This is an optimization exercise on Yosys and OpenROAD, whose aim is small area, a short achievable clock period and few clock cycles, not a production implementation.
RTL that was checked went through simulation tests only; none was proved equivalent to the original.

## the baseline
Design FFT16_stream, start of the top module:
module FFT16_stream (
	input             i_clk,
	input             i_rst,
	input             i_valid,
	input      [15:0] i_re,
	input      [15:0] i_im,
	output            o_ready,
	output reg        o_valid,
	output reg [15:0] o_re,
	output reg [15:0] o_im
);
	reg  [2:0] ph;
	reg  [3:0] wcnt;
	reg        rdy;
	wire       acc = i_valid & rdy;
	wire [3:0] wcnt_p1 = wcnt + 4'd1;
	wire [2:0] ph_n = ph + 3'd1;
	assign o_ready = rdy;
	always @(posedge i_clk or posedge i_rst) begin
		if (i_rst) begin
			ph   <= 3'd0;
			wcnt <= 4'd0;
			rdy  <= 1'b1;
		end else begin
			ph   <= ph_n;
			if (acc) wcnt <= wcnt_p1;
			rdy  <= acc ? (ph_n == wcnt_p1[2:0]) : (ph_n == wcnt[2:0]);
		end
	end
	reg        x_v;
	reg [15:0] x_re, x_im;
	always @(posedge i_clk or posedge i_rst) begin
		if (i_rst) x_v <= 1'b0;
		else       x_v <= acc;
	end
	always @(posedge i_clk) begin
		x_re <= i_re;
		x_im <= i_im;
	end
	wire        s0_v, s0_nr;
	wire [15:0] s0_re, s0_im;
	sdf_stage #(.LD(3), .JOUT(1), .OREG(1)) st0 (.i_clk(i_clk), .i_rst(i_rst), .i_v(x_v), .i_re(x_re), .i_im(x_im),
		.i_nr(1'b0), .o_v(s0_v), .o_re(s0_re), .o_im(s0_im), .o_nr(s0_nr));
	wire        s1_v;
	wire [15:0] s1_re, s1_im;
	sdf_stage #(.LD(2), .JOUT(0), .OREG(1)) st1 (.i_clk(i_clk), .i_rst(i_rst), .i_v(s0_v), .i_re(s0_re), .i_im(s0_im),
  ...
Size: ~6000 cells after synthesis, about 1300 flip-flops, roughly 69 I/O pins.
export LEC_CHECK = 0
export CAP_MARGIN = 20
export CORE_MARGIN = 2
export CORE_UTILIZATION = 50
export PLACE_DENSITY = 0.6
export SETUP_SLACK_MARGIN = 5
export SLEW_MARGIN = 20
create_clock -name core_clock -period 10.0 [get_ports {i_clk}]
run.sh (not shown) runs the stock make flow with config.mk's settings and CLKGATE_MAP_FILE= SYNTH_SCRIPT=/design/flow/synth_recipe.tcl, a recipe that flattens the netlist after the stock synthesis.
Testbench counts of the baseline, summed over its fixed seeds: cycles 3,352.
For the candidate, these inputs were changed with respect to the baseline:
==> flow/flow/run.sh (new file) <==
#!/bin/bash
# standard flow with a larger setup-slack margin for timing repair
sed 's/SETUP_SLACK_MARGIN=5 /SETUP_SLACK_MARGIN=6.7 /' standard.sh > standard_m.sh
bash standard_m.sh > flow.log 2>&1
==> flow/standard.sh (new file) <==
#!/bin/bash
# synth_recipe.tcl (not shown) runs the flow's synth.tcl, then flattens the netlist and writes it again
# the make line also repeats each setting of config.mk as NAME=value (left out here)
make -C /OpenROAD-flow-scripts/flow DESIGN_CONFIG=/design/flow/config.mk WORK_HOME=/design/flow/orfs CLKGATE_MAP_FILE= SYNTH_SCRIPT=/design/flow/synth_recipe.tcl "${@:-finish}"
removed: flow/run.sh
Findings:
The candidate ended up with a higher post-CTS repair timing setup buffer count than the baseline did.
Maximum frequency on the candidate is ahead of the baseline.
Peak per-stage delay on the critical path was lower in the run labelled the baseline.
Via count grows by a few percent when moving from the baseline to the candidate.
The core of the candidate is more densely filled than that of the baseline.
| ratio of final minimum period to clock period | lower: the candidate |
Comparing the baseline and the candidate, the lower layout overhead on the synthesized area is on the baseline.
The final reports for the candidate and the baseline show number of buffers other than clock buffers in the final layout higher in the former.

## cedar
Another version of the RTL of FFT16_stream (not shown whole).
Size: about 6200 cells after synthesis, roughly 1300 flip-flops, about 0.061 mm2 of cells after synthesis.
==> flow/config.mk <==
export PLATFORM = sky130hd
export DESIGN_NAME = FFT16_stream
export DESIGN_NICKNAME = FFT16_stream
export VERILOG_FILES = /design/flow/design.v
export SDC_FILE = /design/flow/constraint.sdc
export NUM_CORES = 8
export LEC_CHECK = 0
export CAP_MARGIN = 20
export CORE_MARGIN = 2
export CORE_UTILIZATION = 50
export PLACE_DENSITY = 0.6
export SETUP_SLACK_MARGIN = 5
export SLEW_MARGIN = 20
==> flow/constraint.sdc <==
create_clock -name core_clock -period 10.0 [get_ports {i_clk}]
set_input_delay 2.0000 -clock core_clock [delete_from_list [all_inputs] [get_ports {i_clk}]]
set_output_delay 2.0000 -clock core_clock [all_outputs]
set_load 0.01 [all_outputs]
standard.sh (not shown) runs the stock make flow with config.mk's settings and CLKGATE_MAP_FILE= SYNTH_SCRIPT=/design/flow/synth_recipe.tcl, a recipe that flattens the netlist after the stock synthesis.
==> flow/flow/run.sh <==
#!/bin/bash
# standard flow; timing repair aims at a larger setup-slack margin and may resize cells freely
sed 's/SETUP_SLACK_MARGIN=5 /SETUP_SLACK_MARGIN=6.7 MATCH_CELL_FOOTPRINT=0 /' standard.sh > standard_m.sh
bash standard_m.sh > flow.log 2>&1
Both conditions hold for cedar: the flow ran to the end and the final layout passed the timing, design-rule and antenna checks.
Edits applied to the flow inputs when going from cedar to yarrow:
==> flow/flow/run.sh <==
#!/bin/bash
# standard flow with a larger setup-slack margin for timing repair
sed 's/SETUP_SLACK_MARGIN=5 /SETUP_SLACK_MARGIN=6.7 /' standard.sh > standard_m.sh
bash standard_m.sh > flow.log 2>&1
- In terms of final cell count, cedar and yarrow differ only marginally.
- From yarrow to cedar, portion of the post-synthesis area used by sequential elements did not move at all.
- Sequential share of layout area came out lower on yarrow than on cedar.
Setup changes, yarrow to ember
==> flow/run.sh (new file) <==
#!/bin/bash
# synth_recipe.tcl (not shown) runs the flow's synth.tcl, then flattens the netlist and writes it again
# the make line also repeats each setting of config.mk as NAME=value (left out here)
make -C /OpenROAD-flow-scripts/flow DESIGN_CONFIG=/design/flow/config.mk WORK_HOME=/design/flow/orfs CLKGATE_MAP_FILE= SYNTH_SCRIPT=/design/flow/synth_recipe.tcl finish
removed: flow/flow/run.sh
removed: flow/standard.sh
## What came out
Result: PASS for each of ember and yarrow. yarrow → ember: stage delay of the slowest cell on the critical path saw little to no change; non-filler instance count after layout went down 1.6%. In the metrics for ember and yarrow, the one carrying the lower endpoint arrival time on the critical path is yarrow. Post-route worst hold slack: yarrow vs ember, no meaningful difference.
No functional check of the RTL was part of any run of this note.

## re-timing with driven ports
Ports are ideal in the flow. The routed layouts listed here were re-timed in OpenROAD. Step 1, drivers: a clkbuf_16 drives i_clk and a buf_2 each remaining input, both assumed. Step 2 moves the port delays by t, midway between the first and last clock arrival at a register: inputs arrive t later, outputs are due t later. That takes back most of the time a late clock gives input paths. Three values: ideal ports, drivers, drivers and shift; two values: the first two.
run | shift t [ns] | setup WS [ns] | latest minus earliest clock arrival (ns) | worst slew at a driven data input, ns
the baseline | 0.829 | 5.354 / 5.354 / 5.354 | 0.046 / 0.046 | 0.06
the candidate | 0.842 | 6.073 / 6.073 / 6.073 | 0.040 / 0.040 | 0.06
cedar | 0.810 | 5.922 / 5.922 / 5.922 | 0.029 / 0.030 | 0.04
yarrow | 0.824 | 5.897 / 5.897 / 5.897 | 0.029 / 0.030 | 0.04
ember | 0.810 | 5.333 / 5.333 / 5.333 | 0.028 / 0.028 | 0.04
After both steps every run listed still meets setup and hold.
